This design comes from an exercise in tuning for small area, a short achievable clock period and few clock cycles on the open sky130 flow, not from production work.
In this exercise RTL edits were held to simulation tests only and were not proved equivalent to the original.

==> design.v <==
module MDU (
	clk, rst_n,
	A, B, Op, C, D,
	ack, req
);
	input clk, rst_n;
	input  [0:32-1] 	A;
	input  [0:32-1] 	B;
	input  [0:3-1]  	Op;
	output [0:32-1] 	C;
	output [0:4-1]	D;
	input req;
	output ack;
	wire [31:0] a_in  = A;
	wire [31:0] b_in  = B;
	wire [2:0]  op_in = Op;
	reg        busy, first, fix, negd;
	reg [2:0]  cnt;
	reg        op_div, op_sgn, op_hi, op_u;
	reg        negq, qm1, eq_r;
	reg [31:0] X, Q;
	reg [32:0] R;
	wire last  = ~first & (cnt == 3'd0);
	wire mj2 = azr[3] & azr[2] & ~Q[15] | op_sgn & aor[3] & aor[2] & Q[15];
	wire mj5 = op_u & Q[31];
	wire [2:0] mk = mj5 ? 3'd3 : {op_hi, mj2, 1'b0};
	reg  [2:0] kreg;
	wire dneg  = op_sgn & X[31];
	wire [32:0] x33 = {op_sgn & X[31], X};
	wire [34:0] x1  = {{2{x33[32]}}, x33};
	wire [34:0] x2  = {x33[32], x33, 1'b0};
	reg  [31:0] neg_o;
	reg         nc;
	integer j;
	always @(*) begin
		nc = 1'b1;
		for (j = 0; j < 32; j = j + 1) begin
			neg_o[j] = ~Q[j] ^ nc;
			nc = nc & ~Q[j];
		end
	end
	wire        aneg   = first & op_div & op_sgn & Q[31] & ~negd;
	wire        dfirst = first & op_div;
	wire [31:0] T      = dneg ? ~X : X;
	function [2:0] lzb;   
		input [31:0] v;
		begin
			if (|v[31:24])      lzb = 3'd0;
			else if (|v[23:16]) lzb = 3'd1;
			else if (|v[15:8])  lzb = 3'd2;
			else if (|v[7:0])   lzb = 3'd3;
			else                lzb = 3'd4;
		end
	endfunction
	function [2:0] skipb;
		input [2:0] za, zt;
		begin
			case ({za, zt})
				6'o00: skipb = 3'd3; 6'o01: skipb = 3'd2; 6'o02: skipb = 3'd1; 6'o03: skipb = 3'd0; 6'o04: skipb = 3'd0;
				6'o10: skipb = 3'd4; 6'o11: skipb = 3'd3; 6'o12: skipb = 3'd2; 6'o13: skipb = 3'd1; 6'o14: skipb = 3'd0;
				6'o20: skipb = 3'd4; 6'o21: skipb = 3'd4; 6'o22: skipb = 3'd3; 6'o23: skipb = 3'd2; 6'o24: skipb = 3'd1;
				6'o30: skipb = 3'd4; 6'o31: skipb = 3'd4; 6'o32: skipb = 3'd4; 6'o33: skipb = 3'd3; 6'o34: skipb = 3'd2;
				default: skipb = 3'd4;
			endcase
		end
	endfunction
	reg  [3:0] azr, aor;
	wire [3:0] alowz = {azr[2] & azr[1] & azr[0], azr[1] & azr[0], azr[0], 1'b1};
	wire [3:0] az = negd ? ((alowz & azr) | (~alowz & aor)) : azr;
	reg  [3:0] tzr;
	wire [3:0] tz = tzr;
	wire [2:0] lza = ~az[3] ? 3'd0 : ~az[2] ? 3'd1 : ~az[1] ? 3'd2 : ~az[0] ? 3'd3 : 3'd4;
	wire [2:0] lzt = ~tz[3] ? 3'd0 : ~tz[2] ? 3'd1 : ~tz[1] ? 3'd2 : ~tz[0] ? 3'd3 : 3'd4;
	wire [31:0] absA = Q;
	wire [2:0] sb = skipb(lza, lzt);
	wire       qzero = dfirst & ~aneg & (sb == 3'd4);
	reg [32:0] r_prep;
	reg [31:0] q_prep;
	always @(*) begin
		case (sb[1:0])
			2'd0: begin r_prep = 33'd0;                 q_prep = absA; end
			2'd1: begin r_prep = {25'd0, absA[31:24]};  q_prep = {absA[23:0], 8'd0}; end
			2'd2: begin r_prep = {17'd0, absA[31:16]};  q_prep = {absA[15:0], 16'd0}; end
			default: begin r_prep = {9'd0, absA[31:8]}; q_prep = {absA[7:0], 24'd0}; end
		endcase
	end
	wire [32:0] r_in = dfirst ? r_prep : R;
	wire [31:0] q_in = dfirst ? q_prep : Q;
	wire [7:0] mb = (op_u & last & ~kreg[2]) ? 8'd0 : Q[7:0];
	reg  [32:0] rrow;
	reg  [34:0] opa, opb;
	reg  [34:0] sum;
	reg  [3:0]  qb;
	reg  [7:0]  pl;
	reg         one, two, ng, blo;
	integer i;
	always @(*) begin
		rrow = r_in;
		qb = 4'd0;
		pl = 8'd0;
		for (i = 0; i < 4; i = i + 1) begin
			if (op_div) begin
				opa = {rrow[32], rrow, q_in[31-i]};
				one = 1'b1;
				two = 1'b0;
				ng  = ~(rrow[32] ^ dneg);
			end else begin
				opa = {{2{rrow[32]}}, rrow};
				blo = (i == 0) ? qm1 : mb[2*i-1];
				one = mb[2*i] ^ blo;
				two = (mb[2*i+1] & ~mb[2*i] & ~blo) | (~mb[2*i+1] & mb[2*i] & blo);
				ng  = mb[2*i+1];
			end
			opb = ({35{one}} & x1) | ({35{two}} & x2);
			sum = opa + (opb ^ {35{ng}}) + ng;
			if (op_div) begin
				rrow = sum[32:0];
				qb[3-i] = ~sum[32];
			end else begin
				rrow = sum[34:2];
				pl[2*i +: 2] = sum[1:0];
			end
		end
	end
	reg [31:0] q_calc;
	always @(*) begin
		if (op_div) begin
			if (fix | aneg)
				q_calc = neg_o;
			else if (qzero)
				q_calc = 32'd0;
			else
				q_calc = {q_in[27:0], qb};
		end else if (last)
			case (kreg)
				3'd2:    q_calc = {rrow[15:0], pl, Q[31:24]};
				3'd3:    q_calc = {rrow[23:0], pl};
				3'd4:    q_calc = rrow[31:0];
				3'd6:    q_calc = {{16{rrow[32]}}, rrow[31:16]};
				default: q_calc = {pl, Q[31:8]};
			endcase
		else
			q_calc = {pl, Q[31:8]};
	end
	always @(posedge clk) begin
		if (~busy) begin
			X <= b_in;
			for (j = 0; j < 4; j = j + 1) begin
				azr[j] <= (a_in[8*j +: 8] == 8'h00);
				aor[j] <= (a_in[8*j +: 8] == 8'hff);
				tzr[j] <= (b_in[8*j +: 8] == {8{(op_in == 3'd4) & b_in[31]}});
			end
			Q <= a_in;
			R <= 33'd0;
			qm1 <= 1'b0;
			op_div <= op_in[2];
			op_sgn <= (op_in == 3'd1) | (op_in == 3'd3) | (op_in == 3'd4);
			op_hi  <= (op_in == 3'd1) | (op_in == 3'd2);
			op_u   <= (op_in == 3'd2);
		end else begin
			Q <= q_calc;
			R <= rrow;
			qm1 <= Q[7];
			eq_r <= (q_calc == 32'd0);
			if (first & ~negd)
				negq <= op_sgn & (Q[31] ^ X[31]);
			if (first) begin
				kreg <= mk;
				cnt  <= op_div ? {(2'd3 - sb[1:0]), 1'b0} : mj2 ? 3'd0 : mj5 ? 3'd3 : 3'd2;
			end else
				cnt <= cnt - 3'd1;
		end
	end
	wire done   = ~aneg & (qzero | fix | (last & ~(op_div & negq)));
	wire busy_n = busy ? ~done : req;
	reg ack_r;
	always @(posedge clk or negedge rst_n) begin
		if (~rst_n) begin
			busy  <= 1'b0;
			ack_r <= 1'b1;
			first <= 1'b0;
			fix   <= 1'b0;
			negd  <= 1'b0;
		end else begin
			busy  <= busy_n;
			ack_r <= ~busy_n;
			if (~busy) begin
				first <= 1'b1;
				fix   <= 1'b0;
				negd  <= 1'b0;
			end else if (aneg) begin
				negd  <= 1'b1;
			end else begin
				first <= 1'b0;
				fix   <= ~dfirst & ~fix & last & op_div & negq;
			end
		end
	end
	assign ack = ack_r;
	assign C = Q;
	assign D = {1'b0, Q[31], ~Q[31] & ~eq_r, eq_r};
endmodule
==> run.sh <==
#!/bin/bash
# synth_recipe.tcl (not shown) runs the flow's synth.tcl, then flattens the netlist and writes it again
# the make line also repeats each setting of config.mk as NAME=value (left out here)
make -C /OpenROAD-flow-scripts/flow DESIGN_CONFIG=/design/flow/config.mk WORK_HOME=/design/flow/orfs CLKGATE_MAP_FILE= SYNTH_SCRIPT=/design/flow/synth_recipe.tcl finish
==> config.mk <==
export PLATFORM = sky130hd
export DESIGN_NAME = MDU
export DESIGN_NICKNAME = MDU
export VERILOG_FILES = /design/flow/design.v
export SDC_FILE = /design/flow/constraint.sdc
export NUM_CORES = 4
export LEC_CHECK = 0
export CAP_MARGIN = 20
export CORE_MARGIN = 2
export CORE_UTILIZATION = 40
export SLEW_MARGIN = 50
==> constraint.sdc <==
create_clock -name core_clock -period 100.0 [get_ports {clk}]
set_input_delay 20.0000 -clock core_clock [delete_from_list [all_inputs] [get_ports {clk}]]
set_output_delay 20.0000 -clock core_clock [all_outputs]
set_load 0.01 [all_outputs]
==> results of run 1 <==
## Yosys cell counts, types with 66 or more instances
cell / number / area share, %
a21o_1: 93 / 3.4
a21oi_1: 253 / 6.1
a22oi_1: 134 / 4.9
clkbuf_1: 143 / 2.6
dfxtp_1: 66 / 6.4
ha_1: 169 / 10
inv_1: 103 / 1.9
nand2_1: 290 / 5.3
nor2_1: 238 / 4.3
o21ai_0: 143 / 3.5
xnor2_1: 143 / 6.1
xor2_1: 114 / 4.8
## path summary, 6_finish.rpt
path,to,slack [ns],start,cells after the start
setup / recovery,C[29],78.09,Q[2]$_DFF_P_,1
hold / removal,kreg[2]$_SDFFCE_PP0P_,0.54,op_hi$_DFFE_PN_,1
setup reg to reg,eq_r$_DFFE_PP_,80.12,azr[0]$_DFFE_PN_,64
hold reg to reg,kreg[2]$_SDFFCE_PP0P_,0.54,op_hi$_DFFE_PN_,1
max in group asynchronous,ack_r$_DFF_PN1_,79.99,rst_n,1
min in group asynchronous,fix$_DFFE_PN0P_,19.76,rst_n,1
## flip-flops by register name (all words and copies together), names as in the netlist, 3 cells and up
signal / flops
tzr: 4
X: 32
R: 33
kreg: 3
cnt: 3
azr: 4
aor: 3
Q: 32
## per-stage QoR
step,utilization [%],hold slack [ns]
6_report,44.7,0.540
5_1_grt,44.7,0.569
4_1_cts,44.6,0.548
3_5_place_dp,43.5,0.532
3_3_place_gp,43.4,0.514
2_1_floorplan,-,0.497
## area by class of cell
cell class / count / area share (%)
Inverter: 103 / 1.71
Tap cell: 680 / 3.73
Clock buffer: 17 / 1.86
Multi-Input combinational cell: 2402 / 71.8
Timing Repair Buffer: 163 / 6.57
Sequential cell: 126 / 13.6
Clock inverter: 14 / 0.696
## kinds of logic after synthesis
logic type / count (synthesis)
compound gates: 992
simple gates: 885
buf+inv: 309
xor+xnor: 257
fa+ha+maj: 173
flops: 126
mux: 94
other cells: 1
## placed cells by master (no fill, tap or decap), drive strengths merged, types with 48 or more instances in the layout
master	count
a21oi	253
nor2	238
a21o	93
xor2	114
edfxtp	55
nand4	51
nor3	48
xnor2	143
mux2	58
buf	57
inv	108
nand3	57
o21ai	153
ha	169
clkdlybuf4s50	105
dfxtp	66
nand2	290
a22oi	134
## metal layers
metal	vias up	GRT usage, %	wire length, um
met5	-	0	0
met4	0	21.5	6780
met3	331	6.74	8200
met2	1312	58.0	43700
met1	11100	44.9	39600
li1	10400	-	-
==> reports/results.ini, run 1 <==
[global_routing]
antenna_found_initial = 0
grt.total_usage_pct = 36.1
grt_pass1_wl_um = 145000
grt_start_max_net_pins = 67
grt_pass1_vias = 22200
grt-ovfl-total = 0

[layout]
multi_input_area_mm2 = 0.0164
diodes = 0
fin_area_mm2 = 0.0228
layout.nets = 3056
seq_area_mm2 = 0.00311
layout-drive-gt1-share_pct = 6.94
syn2layout_area_growth_pct = 10.8
fin_cells = 3505
nFillCells = 5328

[synth]
synthDistinctLibCells = 93
synth_edf_count = 55
ys_seq_elements = 126
synth_xor_area_share_pct = 10.9
ys_warn_count = 1
synthSimpleGateAreaFrac_pct = 20.2
synth_fa_ha_area_share_pct = 10.7
synth_cells = 2837
synth_compound_area_share_pct = 32.3
syn_area_mm2 = 0.0206
async_flop_share_pct = 3.97
seq_area_frac_synth_pct = 15.0
synth_top_family_by_area = compound AO/OA/AOI/OAI gates
ys.flop_type = dfxtp_1
synth_mux_area_share_pct = 4.92
syn_nets = 3080
synth_area_per_cell_um2 = 7.26

[place]
preCtsSetupSlack_ns = 78.52
place.gp.congestion = 1.08
post-place-cells = 3474
numPortBuffers = 105
dp_hpwl_um = 76700
placed_area_mm2 = 0.0222

[drt]
drt_pass1_iterations = 9
drt_iter0_drc = 2818
vias = 23200
drc = 0
viasPerCell = 6.62
routedWlPerCell_um = 28.0
ant_nets = 0
totalWireLength_um = 98200

[sta]
fin_crit_sh_pct = 21.9
fmax_mhz = 45.6
rsz0062_at_grt = no
slew_headroom_pct = 46.3
fin_crit_ns = 21.91
slew_viol_final = 0
finalHoldViolCount = 0
fin_setup_tns_ns = 0
setup_viol = 0
timing.final.ws_setup_ns = 78.09
fin_skew_ns = 0.0253
worstMarginPinSlew_ns = 0.805

[clock_tree]
cts_root_buf = clkbuf_16
cts_resized = 0
numCtsBuffers = 17
clk_latency_ns = 0.47
cts_hold_buf = 0
clock_path_buffers = 2
clkTransAtPathRegs_ns = 0.07
cts_setup_buffers = 0
cts-htree-levels = 4
cts_sinks = 126
tritoncts = done

[floorplanning]
die_area_mm2 = 0.0533
core_mm2 = 0.0511
rows = 83
die_w_um = 231
initial_core_util_pct = 40.3
ios = 107
die_h_um = 231

[worst_setup_path]
worst_path_dominant_cell_family = flip-flops
cp-start-kind = flop
crit_chain = clkdlybuf4s50_1
critPathBufInv = 1
crit_path_top_delay_cell = dfxtp_1
critical_path.max_stage_delay_ns = 0.80
critPathKind = flop to primary output
worst-path-max-fanout = 9
end_kind = primary output
cp.required_ns = 80.00
cp_data_arrival_time_ns = 1.91

[job]
maxCapViolCount = 0

[worst_hold_path]
hold_class = flop to flop

[status]
status = finished clean

Testbench counts, summed over its fixed seeds: cycles 14,449.
==> run 2, diff against run 1 <==
--- a/config.mk
+++ b/config.mk
@@ -8,4 +8,4 @@
 export CAP_MARGIN = 20
 export CORE_MARGIN = 2
 export CORE_UTILIZATION = 40
-export SLEW_MARGIN = 50
+export SLEW_MARGIN = 20
==> run 2 against run 1 <==
- still clean on timing, DRC and antenna
- cell area down 0.20%
- utilization decreased by 0.088 points
- via count is 0.58% lower
- setup slack worse by 0.18 ns
- final cell count hardly changed
- maximum frequency shrank 0.80%
- sequential cell count unchanged
- wire length barely moved
- critical endpoint is now D[1]
- largest cell class unchanged
==> reports/results.ini, run 2 <==
[clock_tree]
tritoncts = done
cts_resized = 0
cts_root_buf = clkbuf_16
cts-htree-levels = 4
cts_setup_buffers = 0
numCtsBuffers = 17
clk_latency_ns = 0.46
cts_hold_buf = 0
clock_path_buffers = 2
cts_sinks = 126
clkTransAtPathRegs_ns = 0.07

[sta]
fmax_mhz = 45.3
fin_setup_tns_ns = 0
worstMarginPinSlew_ns = 1.09
fin_crit_ns = 22.09
rsz0062_at_grt = no
finalHoldViolCount = 0
slew_headroom_pct = 27.4
slew_viol_final = 0
setup_viol = 0
fin_skew_ns = 0.0221
fin_crit_sh_pct = 22.1

[worst_setup_path]
critical_path.max_stage_delay_ns = 0.94
crit_path_top_delay_cell = dfxtp_1
worst_path_dominant_cell_family = flip-flops
crit_start = Q[31]$_DFF_P_
cp-start-kind = flop
worst-path-max-fanout = 14
critPathKind = flop to primary output
critPathBufInv = 1
cp_data_arrival_time_ns = 2.09
end_kind = primary output
crit_chain = clkdlybuf4s50_1
r2r-start = azr[0]$_DFFE_PN_
cp.required_ns = 80.00

[drt]
ant_nets = 0
drc = 0
drt_pass1_iterations = 8
totalWireLength_um = 98100
drt_iter0_drc = 2676
routedWlPerCell_um = 28.0
viasPerCell = 6.58
vias = 23100

[synth]
syn_nets = 3080
seq_area_frac_synth_pct = 15.0
synth_cells = 2837
synth_top_family_by_area = compound AO/OA/AOI/OAI gates
synth.largest_area_cell = ha_1
ys_top_cells_by_count = 290 x nand2_1, 253 x a21oi_1, 238 x nor2_1
synth_fa_ha_area_share_pct = 10.7
yosysTopAreaCellShare_pct = 10.3
yosysMostFrequentCell = nand2_1
synth_edf_count = 55
synth_compound_area_share_pct = 32.3
synthSimpleGateAreaFrac_pct = 20.2
ys_seq_elements = 126
async_flop_share_pct = 3.97
synth_area_per_cell_um2 = 7.26
synthDistinctLibCells = 93
syn_area_mm2 = 0.0206
synth_mux_area_share_pct = 4.92
synth_area_leaders = ha_1 10%, edfxtp_1 8.0%, dfxtp_1 6.4%
ys_warn_count = 1
ys.flop_type = dfxtp_1
synth_xor_area_share_pct = 10.9

[floorplanning]
core_mm2 = 0.0511
die_area_mm2 = 0.0533
initial_core_util_pct = 40.3
die_h_um = 231
ios = 107
rows = 83
die_w_um = 231

[global_routing]
grt_start_max_net_pins = 67
grt_pass1_vias = 22100
grt-ovfl-total = 0
antenna_found_initial = 1
grt_pass1_wl_um = 144000
grt.total_usage_pct = 36.0

[place]
numPortBuffers = 105
dp_hpwl_um = 76600
post-place-cells = 3473
place.gp.congestion = 1.08

[layout]
layout-drive-gt1-share_pct = 6.52
diodes = 0
largest_register_ffs = 33
layout_commonest_cell = nand2_1
layout.nets = 3055
largest-register = R
top_regs = R (33), Q (32), X (32)
final_cell_mix = 290 x nand2_1, 253 x a21oi_1, 233 x nor2_1
syn2layout_area_growth_pct = 10.6
fin_cells = 3504

[status]
status = finished clean

[worst_hold_path]
hold_class = flop to flop
min_from = op_hi$_DFFE_PN_

[job]
maxCapViolCount = 0

run 2: cell types whose count changed in the layout (fill, tap and decap cells not counted), moves of 2 or more:
cell | before | now
o21ai_0 | 139 | 141
buf_6 | 3 | 0
dfxtp_1 | 63 | 66
dfxtp_2 | 3 | 0
buf_4 | 54 | 57
run 2: kinds of logic after synthesis:
logic type	after synthesis
AO/OA/AOI/OAI	992
XOR/XNOR	257
adder cells (fa/ha/maj)	173
buffers and inverters	309
flip-flops	126
multiplexers	94
other	1
AND/OR/NAND/NOR	885
run 2: final timing paths:
kind / slack, ns / cells after the start / end
max in group asynchronous: 79.97 / 1 / ack_r$_DFF_PN1_
min in group asynchronous: 19.77 / 1 / first$_DFFE_PN0P_
hold / removal: 0.55 / 1 / kreg[2]$_SDFFCE_PP0P_
setup reg to reg: 79.76 / 61 / eq_r$_DFFE_PP_
hold reg to reg: 0.55 / 1 / kreg[2]$_SDFFCE_PP0P_
setup / recovery: 77.91 / 1 / D[1]
run 2: metal layers:
layer	up-vias	routed length, um	global-route usage [%]
li1	10500	-	-
met1	11000	39900	45.3
met2	1252	43600	57.7
met3	307	7940	5.92
met4	2	6670	21.4
met5	-	11	0
run 2: per-stage QoR:
stage | hold WS, ns | utilization (%) | worst slack [ns] | area [um^2]
after floorplan | 0.497 | - | 79.16 | 20600
after global placement | 0.514 | 43.4 | 78.44 | 22200
after detailed placement | 0.549 | 43.4 | 78.42 | 22200
after CTS | 0.552 | 44.6 | 77.94 | 22800
after global routing | 0.579 | 44.6 | 77.90 | 22800
final | 0.547 | 44.6 | 77.91 | 22800
run 2: cell type report:
type | count | area (um^2)
clock buffer | 17 | 425
clock inverter | 14 | 183
fill | 5368 | 28300
inverter | 103 | 390
multi-input combinational | 2402 | 16300
sequential | 126 | 3100
tap | 680 | 851
timing repair buffer | 162 | 1480
==> run 3, diff against run 2 <==
--- a/design.v
+++ b/design.v
@@ -86,6 +86,34 @@
 	end
 	wire [32:0] r_in = dfirst ? r_prep : R;
 	wire [31:0] q_in = dfirst ? q_prep : Q;
+	function [34:0] bkadd;
+		input [34:0] a, b;
+		input        ci;
+		reg [35:0] g, p, G, P;
+		integer k, d;
+		begin
+			g[0] = ci;
+			p[0] = 1'b0;
+			for (k = 1; k < 36; k = k + 1) begin
+				g[k] = a[k-1] & b[k-1];
+				p[k] = a[k-1] ^ b[k-1];
+			end
+			G = g;
+			P = p;
+			for (d = 1; d < 36; d = d * 2)
+				for (k = 2*d-1; k < 36; k = k + 2*d) begin
+					G[k] = G[k] | (P[k] & G[k-d]);
+					P[k] = P[k] & P[k-d];
+				end
+			for (d = 16; d >= 1; d = d / 2)
+				for (k = 3*d-1; k < 36; k = k + 2*d) begin
+					G[k] = G[k] | (P[k] & G[k-d]);
+					P[k] = P[k] & P[k-d];
+				end
+			for (k = 0; k < 35; k = k + 1)
+				bkadd[k] = p[k+1] ^ G[k];
+		end
+	endfunction
 	wire [7:0] mb = (op_u & last & ~kreg[2]) ? 8'd0 : Q[7:0];
 	reg  [32:0] rrow;
 	reg  [34:0] opa, opb;
@@ -112,7 +140,7 @@
 				ng  = mb[2*i+1];
 			end
 			opb = ({35{one}} & x1) | ({35{two}} & x2);
-			sum = opa + (opb ^ {35{ng}}) + ng;
+			sum = bkadd(opa, opb ^ {35{ng}}, ng);
 			if (op_div) begin
 				rrow = sum[32:0];
 				qb[3-i] = ~sum[32];
==> flow/run.sh (new file) <==
#!/bin/bash
set -euo pipefail
bash standard.sh SETUP_SLACK_MARGIN=78.5 finish > standard.log 2>&1
==> standard.sh (new file) <==
#!/bin/bash
# synth_recipe.tcl (not shown) runs the flow's synth.tcl, then flattens the netlist and writes it again
# the make line also repeats each setting of config.mk as NAME=value (left out here)
make -C /OpenROAD-flow-scripts/flow DESIGN_CONFIG=/design/flow/config.mk WORK_HOME=/design/flow/orfs CLKGATE_MAP_FILE= SYNTH_SCRIPT=/design/flow/synth_recipe.tcl "${@:-finish}"
removed: run.sh
==> run 3 against run 2 <==
- die area shrank 9.5%
- clock skew shrank 0.0057 ns
- global-route usage shrank 4.3 points
- synthesized cell count shrank 17%
- synthesized area shrank 9.6%
- largest cell class unchanged
- maximum frequency grew 2.8%
- still clean on timing, DRC and antenna
- cell area shrank 7.9%
- utilization grew 0.79 points
- sequential share of layout area grew 1.6 points
- count of clock-buffer cells in the layout grew 3
==> reports/results.ini, run 3 <==
[worst_setup_path]
critPathBufInv = 1
critPathKind = flop to primary output
cp.required_ns = 80.00
cp_num_cells = 1
crit_chain = clkdlybuf4s50_1
critical_path.max_stage_delay_ns = 0.59
cp_data_arrival_time_ns = 1.50
reg2regPathDepth = 89
cp-start-kind = flop
worst-path-max-fanout = 4
r2r_slack_ns = 79.82
end_kind = primary output
worst_path_dominant_cell_family = buffers and inverters
crit_path_top_delay_cell = clkdlybuf4s50_1

[synth]
synth_edf_count = 55
synthSimpleGateAreaFrac_pct = 15.4
synth_xor_area_share_pct = 9.88
synth.largest_area_cell = ha_1
synth_area_leaders = ha_1 11%, edfxtp_1 8.9%, fa_1 7.3%
synth_mux_area_share_pct = 4.65
synth_top_family_by_area = compound AO/OA/AOI/OAI gates
syn_area_mm2 = 0.0186
yosysMostFrequentCell = nand2_1
ys_top_cells_by_count = 198 x nand2_1, 182 x nor2_1, 165 x ha_1
syn_nets = 2661
yosysTopAreaCellShare_pct = 11.1
synthDistinctLibCells = 91
synth_area_per_cell_um2 = 7.89
seq_area_frac_synth_pct = 16.6
ys.flop_type = dfxtp_1
synth_compound_area_share_pct = 27.9
ys_seq_elements = 126
synth_fa_ha_area_share_pct = 18.4
synth_cells = 2358
async_flop_share_pct = 3.97
ys_warn_count = 1

[layout]
fin_cells = 2969
largest-register = R
layout.nets = 2652
diodes = 0
top_regs = R (33), Q (32), X (32)
fin_area_mm2 = 0.0210
largest_register_ffs = 33
final_cell_mix = 198 x nand2_1, 182 x nor2_1, 165 x ha_1
layout-drive-gt1-share_pct = 8.09
syn2layout_area_growth_pct = 12.7
layout_commonest_cell = nand2_1

[global_routing]
grt.total_usage_pct = 31.7
grt-ovfl-total = 0
grt_pass1_vias = 18300
grt_pass1_wl_um = 114000
antenna_found_initial = 2
grt_start_max_net_pins = 138

[clock_tree]
clock_path_buffers = 2
cts_sinks = 126
cts_root_buf = clkbuf_16
clkTransAtPathRegs_ns = 0.06
cts_hold_buf = 0
clk_latency_ns = 0.46
numCtsBuffers = 17
tritoncts = done
cts-htree-levels = 4

[job]
maxCapViolCount = 0

[drt]
ant_nets = 0
viasPerCell = 6.32
routedWlPerCell_um = 25.8
totalWireLength_um = 76600
drc = 0
drt_pass1_iterations = 6
vias = 18800
drt_iter0_drc = 2062

[place]
numPortBuffers = 105
place.gp.congestion = 0.991
placed_area_mm2 = 0.0201
post-place-cells = 2926
dp_hpwl_um = 59100

[status]
status = finished clean

[floorplanning]
die_h_um = 220
rows = 79
initial_core_util_pct = 40.2
ios = 107
die_area_mm2 = 0.0483
die_w_um = 220
core_mm2 = 0.0463

[sta]
fin_skew_ns = 0.0164
fin_crit_sh_pct = 21.5
rsz0062_at_grt = yes
worstMarginPinSlew_ns = 1.09
fin_crit_ns = 21.50
fmax_mhz = 46.5
fin_setup_tns_ns = 0
finalHoldViolCount = 0
slew_headroom_pct = 26.6
setup_viol = 0
slew_viol_final = 0

[worst_hold_path]
hold_class = flop to flop
whs_path_depth = 2

[run 3: cell count changes in the layout (fill, tap and decap cells not counted), sizes merged, moves of 44 or more]
cell   change
a21oi    -100
xor2      -53
fa        +64
nor2      -56
a22o      +44
nand2     -92
inv       +58
[run 3: layout make-up]
cell class              count  area [um^2]
clock inverters            12          179
fillers                  4625        25300
flip-flops and latches    126         3200
repair buffers            151         1430
clock buffers              20          457
well taps                 607          759
multi-input cells        1889        14300
inverters                 164          622
[run 3: kinds of logic (layout without fill, tap and decap cells)]
group | after synthesis | in the layout
flops | 126 | 126
other cells | 1 | 1
xor+xnor | 210 | 210
mux | 81 | 81
buf+inv | 343 | 347
compound gates | 756 | 756
fa+ha+maj | 233 | 233
simple gates | 608 | 608
[run 3: metal layers]
layer / routed length [um] / vias to the layer above / share of wire (%) / GRT usage, %
met3: 7220 / 215 / 9.4 / 8.39
met1: 31600 / 9105 / 41 / 41.1
met5: 0 / - / 0 / 0
li1: - / 8496 / - / -
met2: 34500 / 943 / 45 / 49.2
met4: 3350 / 0 / 4.4 / 14.3
[run 3: final timing paths]
| check | end | start |
|---|---|---|
| max | C[3] | Q[28]$_DFF_P_ |
| min | fix$_DFFE_PN0P_ | negq$_DFFE_PP_ |
| max reg2reg | eq_r$_DFFE_PP_ | tzr[0]$_DFFE_PN_ |
| min reg2reg | fix$_DFFE_PN0P_ | negq$_DFFE_PP_ |
| max in group asynchronous | ack_r$_DFF_PN1_ | rst_n |
| min in group asynchronous | negd$_DFFE_PN0P_ | rst_n |
[run 3: per-stage QoR]
stage	setup WS, ns	util (%)	hold slack (ns)
after floorplan	79.17	-	0.497
after global placement	78.06	43.4	0.584
after detailed placement	78.06	43.4	0.583
after CTS	78.47	45.0	0.603
after global routing	78.47	45.4	0.628
final	78.50	45.4	0.594
[run 3: repair_timing]
item,in CTS,in global routing
gates cloned,0,0
setup endpoints to repair,34,42
pin swaps,0,2
resized for setup,59,25
setup buffers,3,8
hold endpoints to repair,0,0
Testbench counts of run 3, summed over its fixed seeds: cycles 14,449.
==> run 4, diff against run 3 <==
==> run.sh (new file) <==
#!/bin/bash
# synth_recipe.tcl (not shown) runs the flow's synth.tcl, then flattens the netlist and writes it again
# the make line also repeats each setting of config.mk as NAME=value (left out here)
make -C /OpenROAD-flow-scripts/flow DESIGN_CONFIG=/design/flow/config.mk WORK_HOME=/design/flow/orfs CLKGATE_MAP_FILE= SYNTH_SCRIPT=/design/flow/synth_recipe.tcl finish
removed: flow/run.sh
removed: standard.sh
==> run 4 against run 3 <==
- maximum frequency decreased by 2.3%
- critical endpoint is now C[28]
- synthesized area unchanged
- first-iteration DRC count increased by 5.0%
- final cell count decreased by 0.34%
- sequential share of layout area decreased by 0.27 points
- worst hold slack improved by 0.0032 ns
- count of clock-buffer cells in the layout unchanged
- wire length decreased by 0.27%
- still clean
- largest cell class unchanged
- critical path depth unchanged
==> reports/results.ini, run 4 <==
[worst_setup_path]
cp_data_arrival_time_ns = 2.01
end_kind = primary output
crit_chain = clkdlybuf4s50_1
critPathBufInv = 1
critical_path.max_stage_delay_ns = 0.87
critPathKind = flop to primary output
cp.required_ns = 80.00
cp-start-kind = flop
worst-path-max-fanout = 13
crit_path_top_delay_cell = dfxtp_1
worst_path_dominant_cell_family = flip-flops

[clock_tree]
clkTransAtPathRegs_ns = 0.06
numCtsBuffers = 17
cts_setup_buffers = 0
cts_resized = 0
tritoncts = done
clk_latency_ns = 0.46
cts-htree-levels = 4
cts_hold_buf = 0
cts_root_buf = clkbuf_16
clock_path_buffers = 2
cts_sinks = 126

[synth]
synth_cells = 2358
yosysTopAreaCellShare_pct = 11.1
synthSimpleGateAreaFrac_pct = 15.4
ys_top_cells_by_count = 198 x nand2_1, 182 x nor2_1, 165 x ha_1
yosysMostFrequentCell = nand2_1
syn_area_mm2 = 0.0186
synth_edf_count = 55
synth_fa_ha_area_share_pct = 18.4
ys_seq_elements = 126
ys.flop_type = dfxtp_1
synth_mux_area_share_pct = 4.65
synth_compound_area_share_pct = 27.9
synthDistinctLibCells = 91
syn_nets = 2661
synth_xor_area_share_pct = 9.88
synth_top_family_by_area = compound AO/OA/AOI/OAI gates
seq_area_frac_synth_pct = 16.6
ys_warn_count = 1
synth_area_per_cell_um2 = 7.89
synth_area_leaders = ha_1 11%, edfxtp_1 8.9%, fa_1 7.3%
async_flop_share_pct = 3.97
synth.largest_area_cell = ha_1

[place]
place.gp.congestion = 0.991
post-place-cells = 2926
dp_hpwl_um = 59100
numPortBuffers = 105

[layout]
final_cell_mix = 198 x nand2_1, 182 x nor2_1, 165 x ha_1
largest-register = R
largest_register_ffs = 33
layout_commonest_cell = nand2_1
fin_cells = 2959
multi_input_area_mm2 = 0.0143
layout-drive-gt1-share_pct = 5.83
nFillCells = 4626
top_regs = R (33), Q (32), X (32)
layout.nets = 2641
seq_area_mm2 = 0.00310
syn2layout_area_growth_pct = 11.3

[floorplanning]
rows = 79
die_h_um = 220
die_area_mm2 = 0.0483
die_w_um = 220
core_mm2 = 0.0463
ios = 107
initial_core_util_pct = 40.2

[drt]
drt_pass1_iterations = 6
totalWireLength_um = 76400
drt_iter0_drc = 2165
wl_met3_um = 7200
routedWlPerCell_um = 25.8
drt-met1-wl_um = 31800
wl_met2_um = 34100
vias = 18600
highest_layer = met4
viasPerCell = 6.28
drc = 0
ant_nets = 0

[status]
status = finished clean

[job]
maxCapViolCount = 0

[sta]
setup_viol = 0
fin_crit_ns = 22.01
slew_viol_final = 0
fin_setup_tns_ns = 0
fmax_mhz = 45.4
finalHoldViolCount = 0
worstMarginPinSlew_ns = 1.18
slew_headroom_pct = 20.3
rsz0062_at_grt = no
fin_crit_sh_pct = 22.0
fin_skew_ns = 0.0187

[global_routing]
grt_pass1_wl_um = 114000
grt.total_usage_pct = 31.6
grt-ovfl-total = 0
grt_start_max_net_pins = 138
grt_pass1_vias = 18300
antenna_found_initial = 3

[worst_hold_path]
hold_class = flop to flop

run 4: stage by stage:
stage	util, %	setup WS [ns]	area, um^2	hold WS, ns
finish	44.8	77.99	20700	0.597
global route	44.8	76.87	20700	0.628
CTS	44.8	78.05	20700	0.603
detailed placement	43.4	78.06	20100	0.583
global placement	43.4	78.06	20100	0.584
floorplan	-	79.17	18600	0.497
run 4: cell families after synthesis:
group,Yosys count
AOI/OAI and AO/OA,756
and+or+nand+nor,608
buffers and inverters,343
adders and majority gates,233
xor gates and xnor gates,210
DFF,126
muxes,81
other,1
run 4: final timing paths:
check / from / to / slack [ns] / cells after the start
setup / recovery: Q[3]$_DFF_P_ / C[28] / 77.99 / 1
hold / removal: negq$_DFFE_PP_ / fix$_DFFE_PN0P_ / 0.60 / 2
setup reg to reg: tzr[0]$_DFFE_PN_ / eq_r$_DFFE_PP_ / 78.50 / 88
hold reg to reg: negq$_DFFE_PP_ / fix$_DFFE_PN0P_ / 0.60 / 2
max in group asynchronous: rst_n / ack_r$_DFF_PN1_ / 79.97 / 1
min in group asynchronous: rst_n / busy$_DFF_PN0_ / 19.77 / 1
run 4: per-layer routing:
metal	track usage [%]	up-vias
met5	0	-
li1	-	8474
met1	41.0	8983
met3	8.32	209
met4	14.1	0
met2	49.1	919
run 4: area by class of cell:
type,count,share of cell area (%)
clock buffer,20,2.21
antenna,1,0.0121
clock inverter,12,0.864
inverter,164,3.00
sequential,126,15.0
timing repair buffer,140,6.40
tap,607,3.67
multi-input combinational,1889,68.9
==> run 5, diff against run 4 <==
--- a/config.mk
+++ b/config.mk
@@ -8,4 +8,4 @@
 export CAP_MARGIN = 20
 export CORE_MARGIN = 2
 export CORE_UTILIZATION = 40
-export SLEW_MARGIN = 20
+export SLEW_MARGIN = 50
==> run 5 against run 4 <==
- still clean
- global-route usage shrank 0.079 points
- highest routed layer unchanged
- utilization grew 0.24 points
- first-iteration DRC count grew 0.79%
- non-clock buffer count grew 2
- worst hold slack gained 0.0033 ns
==> reports/results.ini, run 5 <==
[clock_tree]
cts_hold_buf = 0
clk_latency_ns = 0.45
cts_sinks = 126
numCtsBuffers = 17
cts_setup_buffers = 0
tritoncts = done
cts_resized = 0
cts-htree-levels = 4
clock_path_buffers = 2
cts_root_buf = clkbuf_16
clkTransAtPathRegs_ns = 0.06

[synth]
yosysMostFrequentCell = nand2_1
synth_area_per_cell_um2 = 7.89
syn_nets = 2661
ys_seq_elements = 126
synth_edf_count = 55
syn_area_mm2 = 0.0186
ys_warn_count = 1
ys_top_cells_by_count = 198 x nand2_1, 182 x nor2_1, 165 x ha_1
synth.largest_area_cell = ha_1
synth_area_leaders = ha_1 11%, edfxtp_1 8.9%, fa_1 7.3%
seq_area_frac_synth_pct = 16.6
ys.flop_type = dfxtp_1
yosysTopAreaCellShare_pct = 11.1
synth_cells = 2358
async_flop_share_pct = 3.97
synthDistinctLibCells = 91

[sta]
fin_skew_ns = 0.0125
whs_ns = 0.601
fin_crit_sh_pct = 22.0
slew_viol_final = 0
setup_viol = 0
worstMarginPinSlew_ns = 0.802
rsz0062_at_grt = no
finalHoldViolCount = 0
fmax_mhz = 45.5
fin_setup_tns_ns = 0
slew_headroom_pct = 46.0
fin_crit_ns = 21.97

[layout]
layout-drive-gt1-share_pct = 6.59
final_cell_mix = 198 x nand2_1, 177 x nor2_1, 165 x ha_1
layout.nets = 2643
top_regs = R (33), Q (32), X (32)
largest-register = R
syn2layout_area_growth_pct = 11.9
final_core_util_pct = 45.0
diodes = 0
largest_register_ffs = 33
layout_commonest_cell = nand2_1

[global_routing]
grt.total_usage_pct = 31.5
antenna_found_initial = 2
grt-ovfl-total = 0
grt_pass1_wl_um = 114000
grt_pass1_vias = 18200
grt_start_max_net_pins = 138

[worst_setup_path]
r2r_slack_ns = 78.62
cp_num_cells = 1
critPathBufInv = 1
crit_chain = clkdlybuf4s50_1
worst_path_dominant_cell_family = flip-flops
critical_path.max_stage_delay_ns = 0.83
critPathKind = flop to primary output
reg2regPathDepth = 86
cp.required_ns = 80.00
crit_path_top_delay_cell = dfxtp_1
cp-start-kind = flop
crit_start = Q[1]$_DFF_P_
worst-path-max-fanout = 12
cp_data_arrival_time_ns = 1.97
timing.rr.end = eq_r$_DFFE_PP_
end_kind = primary output
r2r-start = tzr[0]$_DFFE_PN_
crit_end = C[30]

[job]
maxCapViolCount = 0

[drt]
totalWireLength_um = 76400
routedWlPerCell_um = 25.8
vias = 18700
drc = 0
viasPerCell = 6.30
ant_nets = 0
drt_iter0_drc = 2182
drt_pass1_iterations = 5

[floorplanning]
die_h_um = 220
initial_core_util_pct = 40.2
rows = 79
core_mm2 = 0.0463
die_area_mm2 = 0.0483
die_w_um = 220
ios = 107

[place]
place.gp.congestion = 0.991
numPortBuffers = 105
dp_hpwl_um = 59200

[worst_hold_path]
hold_class = flop to flop

[status]
status = finished clean

run 5: area by class of cell:
cell class | instances | area, um^2
repair buffers | 142 | 1360
clock inverters | 12 | 148
well taps | 607 | 759
inverters | 164 | 622
fillers | 4641 | 25400
flip-flops and latches | 126 | 3100
clock buffers | 20 | 489
multi-input cells | 1889 | 14300
run 5: through the flow:
stage | instance area [um^2] | std cells | setup slack, ns
3_3_place_gp | 20100 | 2926 | 78.06
3_5_place_dp | 20200 | 2927 | 78.08
4_1_cts | 20800 | 2959 | 78.09
5_1_grt | 20800 | 2960 | 77.06
6_report | 20800 | 2960 | 78.03
2_1_floorplan | 18600 | 2358 | 79.17
run 5: logic make-up (layout without fill, tap and decap cells):
family                     count (synthesis)  in the layout  share of synthesized area, %
and+or+nand+nor                          608            608                          15.4
AOI/OAI and AO/OA                        756            756                          27.9
other                                      1              1                        0.0201
muxes                                     81             81                          4.65
adders and majority gates                233            233                          18.4
DFF                                      126            126                          16.6
xor gates and xnor gates                 210            210                          9.88
buffers and inverters                    343            338                          7.13
run 5: worst min-delay path by stage:
| stage | start | end | slack [ns] | cells past startpoint |
|---|---|---|---|---|
| 2_1_floorplan | op_hi$_DFFE_PN_ | kreg[2]$_SDFFCE_PP0P_ | 0.50 | 1 |
| 4_1_cts | op_hi$_DFFE_PN_ | kreg[2]$_SDFFCE_PP0P_ | 0.60 | 1 |
| 5_1_grt | op_hi$_DFFE_PN_ | kreg[2]$_SDFFCE_PP0P_ | 0.63 | 1 |
| 3_3_place_gp | cnt[0]$_DFFE_PP_ | cnt[0]$_DFFE_PP_ | 0.58 | 1 |
| 3_5_place_dp | op_hi$_DFFE_PN_ | kreg[2]$_SDFFCE_PP0P_ | 0.57 | 1 |
| 6_report | negq$_DFFE_PP_ | fix$_DFFE_PN0P_ | 0.60 | 2 |
run 5: tightest hold or removal path, cell delays in order (launching register included):
cell	delay, ns
edfxtp_1	0.39
nand4_1	0.10
a21oi_1	0.06
run 5: routing by layer:
metal,track usage [%],up-vias,share of wire [%]
met4,13.4,0,4.1
li1,-,8483,-
met5,0,-,0
met1,42.8,9092,43
met2,49.0,914,45
met3,5.40,171,8.4
==> run 6, diff against run 5 <==
==> flow/run.sh (new file) <==
#!/bin/bash
set -euo pipefail
bash standard.sh SETUP_SLACK_MARGIN=79.0 finish > standard.log 2>&1
==> standard.sh (new file) <==
#!/bin/bash
# synth_recipe.tcl (not shown) runs the flow's synth.tcl, then flattens the netlist and writes it again
# the make line also repeats each setting of config.mk as NAME=value (left out here)
make -C /OpenROAD-flow-scripts/flow DESIGN_CONFIG=/design/flow/config.mk WORK_HOME=/design/flow/orfs CLKGATE_MAP_FILE= SYNTH_SCRIPT=/design/flow/synth_recipe.tcl "${@:-finish}"
--- a/config.mk
+++ b/config.mk
@@ -8,4 +8,4 @@
 export CAP_MARGIN = 20
 export CORE_MARGIN = 2
 export CORE_UTILIZATION = 40
-export SLEW_MARGIN = 50
+export SLEW_MARGIN = 20
removed: run.sh
==> run 6 against run 5 <==
- wire length is 1.0% higher
- final cell count is 1.3% higher
- synthesized cell count stayed put
- maximum frequency is 3.5% higher
- cell area is 1.6% higher
- utilization is 0.71 points higher
- register-to-register slack better by 1.3 ns
- synthesized area stayed put
- via count is 1.0% higher
- non-clock buffer count is 37 higher
- die area stayed put
- critical path type unchanged
- largest cell class unchanged
==> reports/results.ini, run 6 <==
[status]
status = finished clean

[clock_tree]
tritoncts = done
cts-htree-levels = 4
cts_root_buf = clkbuf_16
clkTransAtPathRegs_ns = 0.06
numCtsBuffers = 17
cts_sinks = 126
clock_path_buffers = 2
clk_latency_ns = 0.46

[layout]
largest_register_ffs = 33
nFillCells = 4618
largest-register = R
layout_commonest_cell = nand2_1
final_cell_mix = 198 x nand2_1, 178 x nor2_1, 165 x ha_1
final_core_util_pct = 45.7
syn2layout_area_growth_pct = 13.6
layout-drive-gt1-share_pct = 11.0
top_regs = R (33), Q (32), X (32)
layout.nets = 2680

[place]
dp_hpwl_um = 59100
numPortBuffers = 105
place.gp.congestion = 0.991

[floorplanning]
die_h_um = 220
core_mm2 = 0.0463
rows = 79
die_area_mm2 = 0.0483
ios = 107
die_w_um = 220
initial_core_util_pct = 40.2

[worst_setup_path]
cp_data_arrival_time_ns = 1.24
r2r_slack_ns = 79.90
crit_chain = buf_6 > nor2_4 > buf_6
cp-start-kind = flop
crit_path_top_delay_cell = edfxtp_1
worst-path-max-fanout = 2
critical_path.max_stage_delay_ns = 0.46
cpMostUsedCell = buf_6
critPathKind = flop to primary output
end_kind = primary output
cp.required_ns = 80.00

[sta]
rsz0062_at_grt = yes
finalHoldViolCount = 0
fin_setup_tns_ns = 0
slew_headroom_pct = 23.2
fin_crit_ns = 21.24
setup_viol = 0
slew_viol_final = 0
worstMarginPinSlew_ns = 1.14
fin_crit_sh_pct = 21.2
fin_skew_ns = 0.0173
fmax_mhz = 47.1

[synth]
yosysTopAreaCellShare_pct = 11.1
ys_seq_elements = 126
ys.flop_type = dfxtp_1
synth_cells = 2358
seq_area_frac_synth_pct = 16.6
syn_area_mm2 = 0.0186
ys_top_cells_by_count = 198 x nand2_1, 182 x nor2_1, 165 x ha_1
synth_area_per_cell_um2 = 7.89
yosysMostFrequentCell = nand2_1
synth_fa_ha_area_share_pct = 18.4
synthDistinctLibCells = 91
synth_top_family_by_area = compound AO/OA/AOI/OAI gates
synthSimpleGateAreaFrac_pct = 15.4
synth_compound_area_share_pct = 27.9
synth_mux_area_share_pct = 4.65
syn_nets = 2661
synth_edf_count = 55
synth_xor_area_share_pct = 9.88
synth.largest_area_cell = ha_1
synth_area_leaders = ha_1 11%, edfxtp_1 8.9%, fa_1 7.3%
async_flop_share_pct = 3.97
ys_warn_count = 1

[drt]
viasPerCell = 6.29
drt_pass1_iterations = 5
routedWlPerCell_um = 25.8
ant_nets = 0
vias = 18900
drt_iter0_drc = 2247
totalWireLength_um = 77200
drc = 0

[global_routing]
grt_pass1_vias = 18400
grt_pass1_wl_um = 115000
grt_start_max_net_pins = 138
grt.total_usage_pct = 31.8
antenna_found_initial = 3
grt-ovfl-total = 0

[worst_hold_path]
hold_class = flop to flop

[job]
maxCapViolCount = 0

==> run 6: cell counts after synthesis <==
No cell type changed its count.
==> run 6: final cells by class <==
| class | count | area [um^2] | area share, % |
|---|---|---|---|
| timing repair buffer | 179 | 1490 | 7.06 |
| clock inverter | 12 | 179 | 0.846 |
| multi-input combinational | 1889 | 14400 | 68.2 |
| sequential | 126 | 3220 | 15.2 |
| clock buffer | 20 | 457 | 2.16 |
| tap | 607 | 759 | 3.59 |
| antenna | 1 | 2.50 | 0.0118 |
| inverter | 164 | 622 | 2.94 |
==> run 6: critical path: cells and delay by family (launching register included) <==
| kind | cells | cell delay, ns |
|---|---|---|
| buffers and inverters | 2 | 0.26 |
| DFF | 1 | 0.46 |
| and+or+nand+nor | 1 | 0.07 |
==> run 6: repair_timing <==
action | in CTS | in global routing
hold buffers | 0 | 0
gates resized for setup | 220 | 34
setup buffers | 35 | 4
hold endpoints to repair | 0 | 0
endpoints found under the setup margin | 43 | 46
pin swaps | 2 | 2
==> run 6: cells by family (layout without fill, tap and decap cells) <==
kind of cell | Yosys count | count (layout)
buffers and inverters | 343 | 375
xor gates and xnor gates | 210 | 210
other | 1 | 2
adders and majority gates | 233 | 233
AOI/OAI and AO/OA | 756 | 756
DFF | 126 | 126
and+or+nand+nor | 608 | 608
muxes | 81 | 81
==> run 6: path summary, 6_finish.rpt <==
path                                       start               end  cells past startpoint
worst max-delay path              eq_r$_DFFE_PP_              D[2]                      3
max in group asynchronous                  rst_n   ack_r$_DFF_PN1_                      1
worst min-delay path              negq$_DFFE_PP_   fix$_DFFE_PN0P_                      2
min in group asynchronous                  rst_n  negd$_DFFE_PN0P_                      1
worst max register to register  tzr[0]$_DFFE_PN_    eq_r$_DFFE_PP_                     89
worst min register to register    negq$_DFFE_PP_   fix$_DFFE_PN0P_                      2
==> run 6: metrics by stage <==
step	cell area [um^2]	setup WS (ns)	instances	hold slack [ns]
finish	21200	78.76	2998	0.593
global route	21100	78.65	2997	0.628
CTS	21000	78.73	2993	0.603
detailed placement	20100	78.06	2926	0.583
global placement	20100	78.06	2926	0.584
floorplan	18600	79.17	2358	0.497
==> run 6: metal layers <==
metal | track usage (%) | part of all wire (%)
met2 | 49.6 | 45
met4 | 14.2 | 4.2
met3 | 8.60 | 9.5
met5 | 0 | 0
met1 | 41.0 | 41
==> run 7, diff against run 6 <==
--- a/config.mk
+++ b/config.mk
@@ -7,5 +7,5 @@
 export LEC_CHECK = 0
 export CAP_MARGIN = 20
 export CORE_MARGIN = 2
-export CORE_UTILIZATION = 40
+export CORE_UTILIZATION = 60
 export SLEW_MARGIN = 20
==> run 7 against run 6 <==
- first-iteration DRC count increased by 39%
- setup slack improved by 0.078 ns
- still clean on timing, DRC and antenna
- synthesized cell count unchanged
==> reports/results.ini, run 7 <==
[synth]
ys_top_cells_by_count = 198 x nand2_1, 182 x nor2_1, 165 x ha_1
synth_cells = 2358
synth_top_family_by_area = compound AO/OA/AOI/OAI gates
ys_seq_elements = 126
syn_area_mm2 = 0.0186
synth_edf_count = 55
synth_compound_area_share_pct = 27.9
synthSimpleGateAreaFrac_pct = 15.4
synth_mux_area_share_pct = 4.65
synth_area_per_cell_um2 = 7.89
synthDistinctLibCells = 91
syn_nets = 2661
seq_area_frac_synth_pct = 16.6
ys.flop_type = dfxtp_1
yosysMostFrequentCell = nand2_1
synth.largest_area_cell = ha_1
synth_xor_area_share_pct = 9.88
async_flop_share_pct = 3.97
synth_fa_ha_area_share_pct = 18.4
ys_warn_count = 1
yosysTopAreaCellShare_pct = 11.1
synth_area_leaders = ha_1 11%, edfxtp_1 8.9%, fa_1 7.3%

[floorplanning]
die_w_um = 180
rows = 64
initial_core_util_pct = 60.9
ios = 107
die_area_mm2 = 0.0324
core_mm2 = 0.0306
die_h_um = 180

[sta]
fin_skew_ns = 0.0180
rsz0062_at_grt = yes
finalHoldViolCount = 0
setup_viol = 0
fin_crit_sh_pct = 21.2
fin_crit_ns = 21.16
slew_headroom_pct = 24.7
fin_setup_tns_ns = 0
worstMarginPinSlew_ns = 1.12
fmax_mhz = 47.3
slew_viol_final = 0

[place]
dp_hpwl_um = 57900
place.gp.congestion = 1.06
numPortBuffers = 105
placed_area_mm2 = 0.0198
post-place-cells = 2715

[drt]
ant_nets = 0
drt_iter0_drc = 3116
drc = 0
totalWireLength_um = 77300
viasPerCell = 7.17
drt_pass1_iterations = 7
routedWlPerCell_um = 27.8
vias = 20000

[layout]
syn2layout_area_growth_pct = 11.7
final_cell_mix = 198 x nand2_1, 179 x nor2_1, 165 x ha_1
fin_area_mm2 = 0.0208
layout-drive-gt1-share_pct = 11.1
top_regs = R (33), Q (32), X (32)
layout_commonest_cell = nand2_1
layout.nets = 2679
largest-register = R
fin_cells = 2785
largest_register_ffs = 33
diodes = 0

[worst_setup_path]
worst-path-max-fanout = 2
cp-start-kind = flop
reg2regPathDepth = 85
critPathKind = flop to primary output
r2r_slack_ns = 79.72
end_kind = primary output
cp_data_arrival_time_ns = 1.16
r2r-start = first$_DFFE_PN0P_
timing.rr.end = eq_r$_DFFE_PP_
cp.required_ns = 80.00

[job]
maxCapViolCount = 0

[global_routing]
grt.total_usage_pct = 46.5
antenna_found_initial = 1
grt_pass1_wl_um = 116000
grt_pass1_vias = 19200
grt-ovfl-total = 0
grt_start_max_net_pins = 161

[worst_hold_path]
hold_class = flop to flop
whs_path_depth = 1
holdPathEnd = kreg[2]$_SDFFCE_PP0P_
min_from = op_hi$_DFFE_PN_

[status]
status = finished clean

[clock_tree]
numCtsBuffers = 17
clock_path_buffers = 2
tritoncts = done
cts-htree-levels = 4
clkTransAtPathRegs_ns = 0.07
cts_root_buf = clkbuf_16
clk_latency_ns = 0.45
cts_hold_buf = 0
cts_sinks = 126

[run 7: cell count changes in the layout (fill, tap and decap cells not counted), sizes merged]
cell,delta
bufinv,-3
buf,-2
clkinv,+2
inv,+2
clkbuf,-1
clkinvlp,+1
diode,-1
dlygate4sd2,+1
dlymetal6s2s,-1
[run 7: worst max-delay path: stages, from the launching register on]
cell	delay (ns)
edfxtp_1	0.48
nor2_4	0.12
buf_6	0.11
[run 7: area by class of cell]
class                   count  area, um^2
multi-input cells        1889       14400
flip-flops and latches    126        3220
fillers                  2568        9810
clock inverters            14         135
repair buffers            178        1460
inverters                 164         621
well taps                 396         495
clock buffers              18         429
[run 7: cell families (layout without fill, tap and decap cells)]
| kind of cell | after synthesis | after routing |
|---|---|---|
| compound gates | 756 | 756 |
| simple gates | 608 | 608 |
| buf+inv | 343 | 374 |
| fa+ha+maj | 233 | 233 |
| xor+xnor | 210 | 210 |
| flops | 126 | 126 |
| mux | 81 | 81 |
| other cells | 1 | 1 |
[run 7: worst max path at each step]
stage | from | end | slack [ns] | cells after the start
2_1_floorplan | Q[31]$_DFF_P_ | D[2] | 79.17 | 2
3_3_place_gp | Op[2] | tzr[2]$_DFFE_PN_ | 78.15 | 4
3_5_place_dp | Op[2] | tzr[2]$_DFFE_PN_ | 78.08 | 4
4_1_cts | eq_r$_DFFE_PP_ | D[2] | 78.84 | 2
5_1_grt | eq_r$_DFFE_PP_ | D[2] | 78.82 | 2
6_report | eq_r$_DFFE_PP_ | D[2] | 78.84 | 2
[run 7: repair_timing]
action,CTS,global route
setup endpoints to repair,42,38
gates resized for setup,223,31
pin swaps,2,3
setup buffers,35,1
cloned,0,0
[run 7: metrics by stage]
step	setup slack [ns]	utilization [%]	hold slack (ns)
6_report	78.84	67.9	0.556
5_1_grt	78.82	67.9	0.570
4_1_cts	78.84	67.5	0.556
3_5_place_dp	78.08	64.8	0.548
3_3_place_gp	78.15	64.8	0.513
2_1_floorplan	79.17	-	0.497
[run 7: layer usage]
metal	share of wire [%]	track usage [%]	vias up
met3	15	16.7	372
met5	0.017	0	-
met2	41	69.0	1601
met4	6.3	24.6	2
met1	38	59.2	9408
li1	-	-	8575
==> run 8, diff against run 7 <==
--- a/config.mk
+++ b/config.mk
@@ -7,5 +7,5 @@
 export LEC_CHECK = 0
 export CAP_MARGIN = 20
 export CORE_MARGIN = 2
-export CORE_UTILIZATION = 60
+export CORE_UTILIZATION = 50
 export SLEW_MARGIN = 20
==> run 8 against run 7 <==
- critical endpoint unchanged
- wire length down 3.5%
- final cell count up 2.7%
- die area up 20%
- via count down 5.5%
- cell area up 0.67%
- critical path depth unchanged
- still clean on timing, DRC and antenna
- register-to-register slack about the same
==> reports/results.ini, run 8 <==
[status]
status = finished clean

[layout]
syn2layout_area_growth_pct = 12.4
seq_area_mm2 = 0.00322
largest-register = R
top_regs = R (33), Q (32), X (32)
layout.nets = 2683
fin_cells = 2861
fin_area_mm2 = 0.0209
largest_register_ffs = 33
layout-drive-gt1-share_pct = 11.5
diodes = 0
nFillCells = 3467
final_cell_mix = 198 x nand2_1, 180 x nor2_1, 165 x ha_1
layout_commonest_cell = nand2_1
multi_input_area_mm2 = 0.0144

[synth]
yosysMostFrequentCell = nand2_1
syn_area_mm2 = 0.0186
seq_area_frac_synth_pct = 16.6
ys_warn_count = 1
synthDistinctLibCells = 91
synth_area_per_cell_um2 = 7.89
synth_cells = 2358
synth_area_leaders = ha_1 11%, edfxtp_1 8.9%, fa_1 7.3%
ys.flop_type = dfxtp_1
yosysTopAreaCellShare_pct = 11.1
syn_nets = 2661
ys_seq_elements = 126
ys_top_cells_by_count = 198 x nand2_1, 182 x nor2_1, 165 x ha_1
async_flop_share_pct = 3.97
synth.largest_area_cell = ha_1
synth_edf_count = 55

[drt]
routedWlPerCell_um = 26.1
vias = 18900
drt_iter0_drc = 1793
totalWireLength_um = 74600
viasPerCell = 6.59
ant_nets = 0
drc = 0
drt_pass1_iterations = 7

[floorplanning]
rows = 70
die_h_um = 197
core_mm2 = 0.0366
initial_core_util_pct = 50.8
die_w_um = 197
ios = 107
die_area_mm2 = 0.0388

[clock_tree]
clk_latency_ns = 0.45
cts-htree-levels = 4
numCtsBuffers = 17
clock_path_buffers = 2
clkTransAtPathRegs_ns = 0.07
cts_hold_buf = 0
tritoncts = done
cts_root_buf = clkbuf_16
cts_sinks = 126

[global_routing]
grt_pass1_wl_um = 113000
antenna_found_initial = 1
grt_start_max_net_pins = 74
grt.total_usage_pct = 38.6
grt_pass1_vias = 18600
grt-ovfl-total = 0

[worst_setup_path]
critPathKind = flop to primary output
critical_path.max_stage_delay_ns = 0.49
r2r_slack_ns = 79.71
worst-path-max-fanout = 2
crit_path_top_delay_cell = edfxtp_1
end_kind = primary output
crit_chain = nor2_2 > buf_2
cp.required_ns = 80.00
cp-start-kind = flop
cp_data_arrival_time_ns = 1.17

[place]
placed_area_mm2 = 0.0199
dp_hpwl_um = 57000
post-place-cells = 2790
place.gp.congestion = 1.05
numPortBuffers = 105

[sta]
slew_viol_final = 0
worstMarginPinSlew_ns = 1.20
finalHoldViolCount = 0
fmax_mhz = 47.2
fin_crit_sh_pct = 21.2
rsz0062_at_grt = yes
fin_skew_ns = 0.0101
fin_crit_ns = 21.17
fin_setup_tns_ns = 0
slew_headroom_pct = 19.5
whs_ns = 0.542
setup_viol = 0

[worst_hold_path]
hold_class = flop to flop

[job]
maxCapViolCount = 0

[run 8: cell counts after synthesis]
Identical to the previous run, type by type.
[run 8: metrics by stage]
step	setup WS (ns)	util (%)
floorplan	79.17	-
global placement	76.93	54.4
detailed placement	77.35	54.4
CTS	78.82	56.9
global route	78.79	57.2
finish	78.83	57.2
[run 8: metal layers]
layer / share of wire [%] / track usage (%) / wire, um
met5: 0.016 / 0 / 12
met4: 6.3 / 21.8 / 4710
met3: 8.2 / 6.79 / 6130
met2: 44 / 60.7 / 33000
met1: 41 / 50.0 / 30700
[run 8: layout make-up]
cell class              instances  area share [%]
clock inverters                13           0.670
flip-flops and latches        126            15.4
repair buffers                182            7.05
clock buffers                  19            2.12
inverters                     164            2.97
multi-input cells            1889            69.0
well taps                     468            2.80
[run 8: worst max-delay path, delay by kind of cell, from the launching register on]
family | cells | cell delay (ns)
buf+inv | 1 | 0.13
simple gates | 1 | 0.11
flops | 1 | 0.49
[run 8: timing repair]
action	4_1_cts	5_1_grt
endpoints found under the hold margin	0	0
gates resized for setup	246	23
pin swaps	9	3
setup buffers	37	2
endpoints found under the setup margin	54	37
[run 8: final timing paths]
kind | from | end | depth (start not counted)
max | eq_r$_DFFE_PP_ | D[2] | 2
min | op_hi$_DFFE_PN_ | kreg[2]$_SDFFCE_PP0P_ | 1
max reg2reg | tzr[0]$_DFFE_PN_ | eq_r$_DFFE_PP_ | 91
min reg2reg | op_hi$_DFFE_PN_ | kreg[2]$_SDFFCE_PP0P_ | 1
max in group asynchronous | rst_n | ack_r$_DFF_PN1_ | 1
min in group asynchronous | rst_n | fix$_DFFE_PN0P_ | 1
[run 8: kinds of logic (layout without fill, tap and decap cells)]
logic type	count (synthesis)	in the layout	synth area share, %
AO/OA/AOI/OAI	756	756	27.9
XOR/XNOR	210	210	9.88
adder cells (fa/ha/maj)	233	233	18.4
buffers and inverters	343	378	7.13
flip-flops	126	126	16.6
multiplexers	81	81	4.65
other	1	1	0.0201
AND/OR/NAND/NOR	608	608	15.4

[afterwards: timing with drivers on the ports]
No port has a modelled driver above. Below, the same layouts with a new extraction and two added sets of constraints. Step 1 (the two cells are an assumption about what drives the block):
set clk [get_ports {clk}]
set_driving_cell -lib_cell sky130_fd_sc_hd__clkbuf_16 $clk
set_driving_cell -lib_cell sky130_fd_sc_hd__buf_2 [delete_from_list [all_inputs] $clk]
Step 2, shift: input delay + t, output delay - t, t = (earliest + latest rising clock arrival at the registers) / 2. This alone moves slack from input paths to output paths. Slacks: no drivers / after step 1 / after step 2; pairs: no drivers / after step 1.
run | t, ns | slack for setup (ns) | worst setup path at the end
run 1 | 0.504 | 78.086 / 78.035 / 78.387 | input to register
run 2 | 0.505 | 77.908 / 77.856 / 78.361 | register to output
run 3 | 0.509 | 78.499 / 78.442 / 78.309 | input to register
run 4 | 0.508 | 77.986 / 77.930 / 78.192 | input to register
run 5 | 0.502 | 78.030 / 77.975 / 78.208 | input to register
run 6 | 0.508 | 78.763 / 78.706 / 78.561 | input to register
run 7 | 0.498 | 78.841 / 78.787 / 78.551 | input to register
run 8 | 0.494 | 78.827 / 78.774 / 78.502 | input to register
After both steps every run listed still meets setup and hold. For run 8, which loses most, drivers alone change the setup slack by -0.053 ns; drivers and shift together by -0.325 ns.
